This design comes from an exercise in tuning for small area, a short achievable clock period and few clock cycles per item on the open sky130 flow, not from production work.
Only simulation tests tie the RTL to the original design; equivalence was not proved.

## P
==> module dut, before the edit <==
module dut(
    clk    ,
    rst_n  ,
    addr   ,
    din    ,
    rw     ,
    enable ,
    dout   ,
    txd    ,
    tx_vld ,
    rxd    ,
    rx_vld
);
input         clk    ;
input         rst_n  ;
input  [7:0 ] addr   ;
input  [31:0] din    ;
input         rw     ;
input         enable ;
output [31:0] dout   ;
input  [7:0 ] rxd    ;
input         rx_vld ;
output [7:0 ] txd    ;
output        tx_vld ;
function lt10;
    input [9:0] a;
    input [9:0] b;
    integer k;
    reg r;
    begin
        r = 1'b0;
        for (k = 0; k < 10; k = k + 1)
            r = (~a[k] & b[k]) | ((~a[k] | b[k]) & r);
        lt10 = r;
    end
endfunction
reg         pkt_en ;
reg  [8:0 ] min_pkt_size ;    
reg  [9:0 ] max_pkt_size ;
wire        write = ~rw & enable;
wire [9:0 ] d     = din[9:0];
always @(posedge clk or negedge rst_n) begin
    if (!rst_n) begin
        pkt_en       <= 1'b0;
        min_pkt_size <= 9'd64;
        max_pkt_size <= 10'd512;
    end
    else if (write) begin
        if (addr == 8'h0)
            pkt_en <= d[0];
        if ((addr == 8'h4) && (|d[9:6]) && lt10(d, max_pkt_size))
            min_pkt_size <= d[8:0];
        if ((addr == 8'h8) && (~d[9] | ~|d[8:0]) && lt10({1'b0, min_pkt_size}, d))
            max_pkt_size <= d;
    end
end
assign dout[31:10] = 22'h0;
wire [9:0] dz76, dz54, dz10, dt8, dt4;
genvar g;
generate
    for (g = 0; g < 10; g = g + 1) begin : g_dout
        g_nor2  u_z76 (.a(addr[7]), .b(addr[6]), .y(dz76[g]));
        g_nor2  u_z54 (.a(addr[5]), .b(addr[4]), .y(dz54[g]));
        g_nor2  u_z10 (.a(addr[1]), .b(addr[0]), .y(dz10[g]));
        g_and3b u_t8  (.an(addr[2]), .b(addr[3]), .c(max_pkt_size[g]), .y(dt8[g]));
        if (g == 0) begin : g_b0
            wire t4, t0;
            g_and3b u_t4 (.an(addr[3]), .b(addr[2]), .c(min_pkt_size[0]), .y(t4));
            g_nor3b u_t0 (.a(addr[3]), .b(addr[2]), .cn(pkt_en), .y(t0));
            g_o3111a u_y (.a1(dt8[0]), .a2(t4), .a3(t0), .b1(dz76[0]), .c1(dz54[0]), .d1(dz10[0]), .x(dout[0]));
        end
        else if (g < 9) begin : g_b
            g_and3b u_t4 (.an(addr[3]), .b(addr[2]), .c(min_pkt_size[g]), .y(dt4[g]));
            g_o2111a u_y (.a1(dt8[g]), .a2(dt4[g]), .b1(dz76[g]), .c1(dz54[g]), .d1(dz10[g]), .x(dout[g]));
        end
        else begin : g_b9
            g_and4 u_y (.a(dt8[9]), .b(dz76[9]), .c(dz54[9]), .d(dz10[9]), .x(dout[9]));
        end
    end
endgenerate
reg  [4087:0] line ;
always @(posedge clk)
    line <= {line[4079:0], rxd};
reg         rx_prev ;    
reg         second ;     
reg  [9:0 ] cnt ;        
reg         over ;       
reg         hdr_ok ;
reg         acc ;        
reg  [4:0 ] tap ;        
reg         pend ;
reg  [3:0 ] wait_cnt ;
reg         tx_on ;      
reg  [7:0 ] tx_byte ;
wire [9:0 ] cnt_inc   = cnt + 10'd1;
wire [9:0 ] cnt_rx    = rx_prev ? cnt_inc : 10'd1;
wire        over_rx   = rx_prev & (over | cnt[9]);
wire        frame_end = rx_prev & ~rx_vld;
wire        now       = frame_end & acc & (cnt[3:0] == 4'h0);
wire        start     = (frame_end & acc & (cnt[3:0] == 4'hf)) | (pend & (wait_cnt == 4'h1));
wire        ready_n   = ~(rx_prev & acc & (cnt[3:0] == 4'h0));
g_o21ai u_tx_vld (.a1(ready_n), .a2(rx_vld), .b1(~tx_on), .y(tx_vld));
assign txd    = tx_on ? tx_byte : 8'h55;
always @(posedge clk or negedge rst_n) begin
    if (!rst_n) begin
        rx_prev <= 1'b0;
        pend    <= 1'b0;
        tx_on   <= 1'b0;
    end
    else begin
        rx_prev <= rx_vld;
        if (frame_end & acc & (cnt[3:0] != 4'h0) & (cnt[3:0] != 4'hf))
            pend <= 1'b1;
        else if (start)
            pend <= 1'b0;
        if (start | now)
            tx_on <= 1'b1;
        else if (cnt == 10'd1)
            tx_on <= 1'b0;
    end
end
always @(posedge clk) begin
    second <= rx_vld & ~rx_prev;
    if (rx_vld) begin
        tap  <= cnt[8:4];
        cnt  <= cnt_rx;
        over <= over_rx;
        acc  <= pkt_en & hdr_ok & ~over_rx & ~lt10(max_pkt_size, cnt_rx) &
                ~lt10(cnt_rx, {1'b0, min_pkt_size});
        if (second)
            hdr_ok <= (line[7:0] == 8'h55) & (rxd == 8'hd5);
    end
    else if (tx_vld)
        cnt <= cnt - 10'd1;
    if (frame_end)
        wait_cnt <= ~cnt[3:0];
    else
        wait_cnt <= wait_cnt - 4'd1;
end
reg  [7:0 ] tap_data ;
integer     i ;
always @(*) begin
    tap_data = 8'h0;
    for (i = 3; i < 32; i = i + 1)
        tap_data = tap_data | (line[(16*i+14)*8 +: 8] & {8{tap == i}});
end
always @(posedge clk)
    tx_byte <= tap_data;
endmodule
==> module g_o21ai, before the edit <==
module g_o21ai(a1, a2, b1, y);
input a1, a2, b1;
output y;
assign y = ~((a1 | a2) & b1);
endmodule
clock: 9.0 ns
lec_check: 0
cap_margin: 40
core_margin: 2
core_utilization: 60
cts_buf_list: sky130_fd_sc_hd__clkbuf_8
cts_cluster_diameter: 50
cts_cluster_size: 20
place_density: 0.7
setup_slack_margin: 5
slew_margin: 40
synth_hierarchical: 1
synth_minimum_keep_size: 0
standard.sh (not shown) runs the stock make flow with config.mk's settings and CLKGATE_MAP_FILE= SYNTH_SCRIPT=/design/flow/synth_recipe.tcl, a recipe that flattens the netlist after the stock synthesis.
==> flow/flow/run.sh <==
#!/bin/bash
# The standard layout, with two changes to how ORFS is driven:
#  - clock tree synthesis without dummy loads, with clkbuf_8 clusters of <= 20 sinks
#  - port buffers start as buf_1 (the resizer sizes them up where timing needs it)
set -euo pipefail
export CTS_ARGS="-sink_clustering_enable -repair_clock_nets -buf_list sky130_fd_sc_hd__clkbuf_8 -sink_clustering_size 20 -sink_clustering_max_diameter 50 -dont_use_dummy_load"
export BUFFER_PORTS_ARGS="-buffer_cell sky130_fd_sc_hd__buf_1"
bash standard.sh > flow_make.log 2>&1
P | stages: all done | timing, DRC, antenna: all pass
Testbench counts of P, summed over its fixed seeds: cycles 100,742, frames 156.
--- input diff P..Q ---
==> flow/design.v, changed modules only <==
module dut(
    clk    ,
    rst_n  ,
    addr   ,
    din    ,
    rw     ,
    enable ,
    dout   ,
    txd    ,
    tx_vld ,
    rxd    ,
    rx_vld
);
input         clk    ;
input         rst_n  ;
input  [7:0 ] addr   ;
input  [31:0] din    ;
input         rw     ;
input         enable ;
output [31:0] dout   ;
input  [7:0 ] rxd    ;
input         rx_vld ;
output [7:0 ] txd    ;
output        tx_vld ;
reg  [7:0 ] txd  ;
reg         tx_vld ;
function lt10;
    input [9:0] a;
    input [9:0] b;
    integer k;
    reg r;
    begin
        r = 1'b0;
        for (k = 0; k < 10; k = k + 1)
            r = (~a[k] & b[k]) | ((~a[k] | b[k]) & r);
        lt10 = r;
    end
endfunction
reg         pkt_en ;
reg  [8:0 ] min_pkt_size ;    
reg  [9:0 ] max_pkt_size ;
wire        write = ~rw & enable;
wire [9:0 ] d     = din[9:0];
always @(posedge clk or negedge rst_n) begin
    if (!rst_n) begin
        pkt_en       <= 1'b0;
        min_pkt_size <= 9'd64;
        max_pkt_size <= 10'd512;
    end
    else if (write) begin
        if (addr == 8'h0)
            pkt_en <= d[0];
        if ((addr == 8'h4) && (|d[9:6]) && lt10(d, max_pkt_size))
            min_pkt_size <= d[8:0];
        if ((addr == 8'h8) && (~d[9] | ~|d[8:0]) && lt10({1'b0, min_pkt_size}, d))
            max_pkt_size <= d;
    end
end
assign dout[31:10] = 22'h0;
wire [9:0] dz76, dz54, dz10, dt8, dt4;
genvar g;
generate
    for (g = 0; g < 10; g = g + 1) begin : g_dout
        g_nor2  u_z76 (.a(addr[7]), .b(addr[6]), .y(dz76[g]));
        g_nor2  u_z54 (.a(addr[5]), .b(addr[4]), .y(dz54[g]));
        g_nor2  u_z10 (.a(addr[1]), .b(addr[0]), .y(dz10[g]));
        g_and3b u_t8  (.an(addr[2]), .b(addr[3]), .c(max_pkt_size[g]), .y(dt8[g]));
        if (g == 0) begin : g_b0
            wire t4, t0;
            g_and3b u_t4 (.an(addr[3]), .b(addr[2]), .c(min_pkt_size[0]), .y(t4));
            g_nor3b u_t0 (.a(addr[3]), .b(addr[2]), .cn(pkt_en), .y(t0));
            g_o3111a u_y (.a1(dt8[0]), .a2(t4), .a3(t0), .b1(dz76[0]), .c1(dz54[0]), .d1(dz10[0]), .x(dout[0]));
        end
        else if (g < 9) begin : g_b
            g_and3b u_t4 (.an(addr[3]), .b(addr[2]), .c(min_pkt_size[g]), .y(dt4[g]));
            g_o2111a u_y (.a1(dt8[g]), .a2(dt4[g]), .b1(dz76[g]), .c1(dz54[g]), .d1(dz10[g]), .x(dout[g]));
        end
        else begin : g_b9
            g_and4 u_y (.a(dt8[9]), .b(dz76[9]), .c(dz54[9]), .d(dz10[9]), .x(dout[9]));
        end
    end
endgenerate
reg  [4095:0] line ;
always @(posedge clk)
    line <= {line[4087:0], rxd};
reg         rx_prev ;    
reg         second ;     
reg  [9:0 ] cnt ;        
reg         over ;       
reg         hdr_ok ;
reg  [4:0 ] tap ;        
reg         pend ;
reg  [3:0 ] wait_cnt ;
wire        frame_end = rx_prev & ~rx_vld;
wire        accept    = pkt_en & hdr_ok & ~over & ~lt10(max_pkt_size, cnt) &
                        ~lt10(cnt, {1'b0, min_pkt_size});
wire        aligned   = (cnt[3:0] == 4'h0);
wire        start     = (frame_end & accept & aligned) | (pend & (wait_cnt == 4'h0));
always @(posedge clk or negedge rst_n) begin
    if (!rst_n) begin
        rx_prev <= 1'b0;
        pend    <= 1'b0;
        tx_vld  <= 1'b0;
    end
    else begin
        rx_prev <= rx_vld;
        if (frame_end & accept & ~aligned)
            pend <= 1'b1;
        else if (start)
            pend <= 1'b0;
        if (start)
            tx_vld <= 1'b1;
        else if (cnt == 10'd1)
            tx_vld <= 1'b0;
    end
end
always @(posedge clk) begin
    second <= rx_vld & ~rx_prev;
    if (rx_vld) begin
        tap <= cnt[8:4];
        if (!rx_prev) begin
            cnt  <= 10'd1;
            over <= 1'b0;
        end
        else begin
            cnt  <= cnt + 10'd1;
            over <= over | cnt[9];
        end
        if (second)
            hdr_ok <= (line[7:0] == 8'h55) & (rxd == 8'hd5);
    end
    else if (tx_vld)
        cnt <= cnt - 10'd1;
    if (frame_end)
        wait_cnt <= ~cnt[3:0];
    else
        wait_cnt <= wait_cnt - 4'd1;
end
reg  [7:0 ] tap_data ;
integer     i ;
always @(*) begin
    tap_data = 8'h0;
    for (i = 3; i < 32; i = i + 1)
        tap_data = tap_data | (line[(16*i+15)*8 +: 8] & {8{tap == i}});
end
always @(posedge clk)
    txd <= tap_data;
endmodule
// module g_o21ai removed
==> comparison <==
Lower clock-buffer cell count goes to P over Q. Compared with P, Q shows a highest net fanout along the worst path that is 1 lower. Lower vertical die dimension goes to P over Q. | area after synthesis | Q vs P | 0.71% higher |. Q against P; non-clock buffer count is down by a little under 10%.
Testbench counts of Q, summed over its fixed seeds: cycles 100,898, frames 156.

==> what the ideal ports hide <==
The results above use ideal ports. As a check the final layouts listed here were re-extracted and re-timed, cells and wires unchanged.
Step 1 assumes that a clkbuf_16 drives the clock port and a buf_2 every other input.
Step 2, shift: input delay + t, output delay - t, t = (earliest + latest rising clock arrival at the registers) / 2. This alone moves slack from input paths to output paths.
a / b / c = ideal / step 1 / step 2; a / b = the first two.
run | t (ns) | slack for setup (ns) | worst setup path after step 2 | cell pins on the clock port's net
P | 0.985 | 4.740 / 4.463 / 4.381 | input to register | 1
Q | 0.964 | 4.708 / 4.451 / 4.451 | input to output | 1
After both steps setup and hold are still met in every run listed. For P, which loses most, drivers alone change the setup slack by -0.277 ns; drivers and shift together by -0.359 ns.
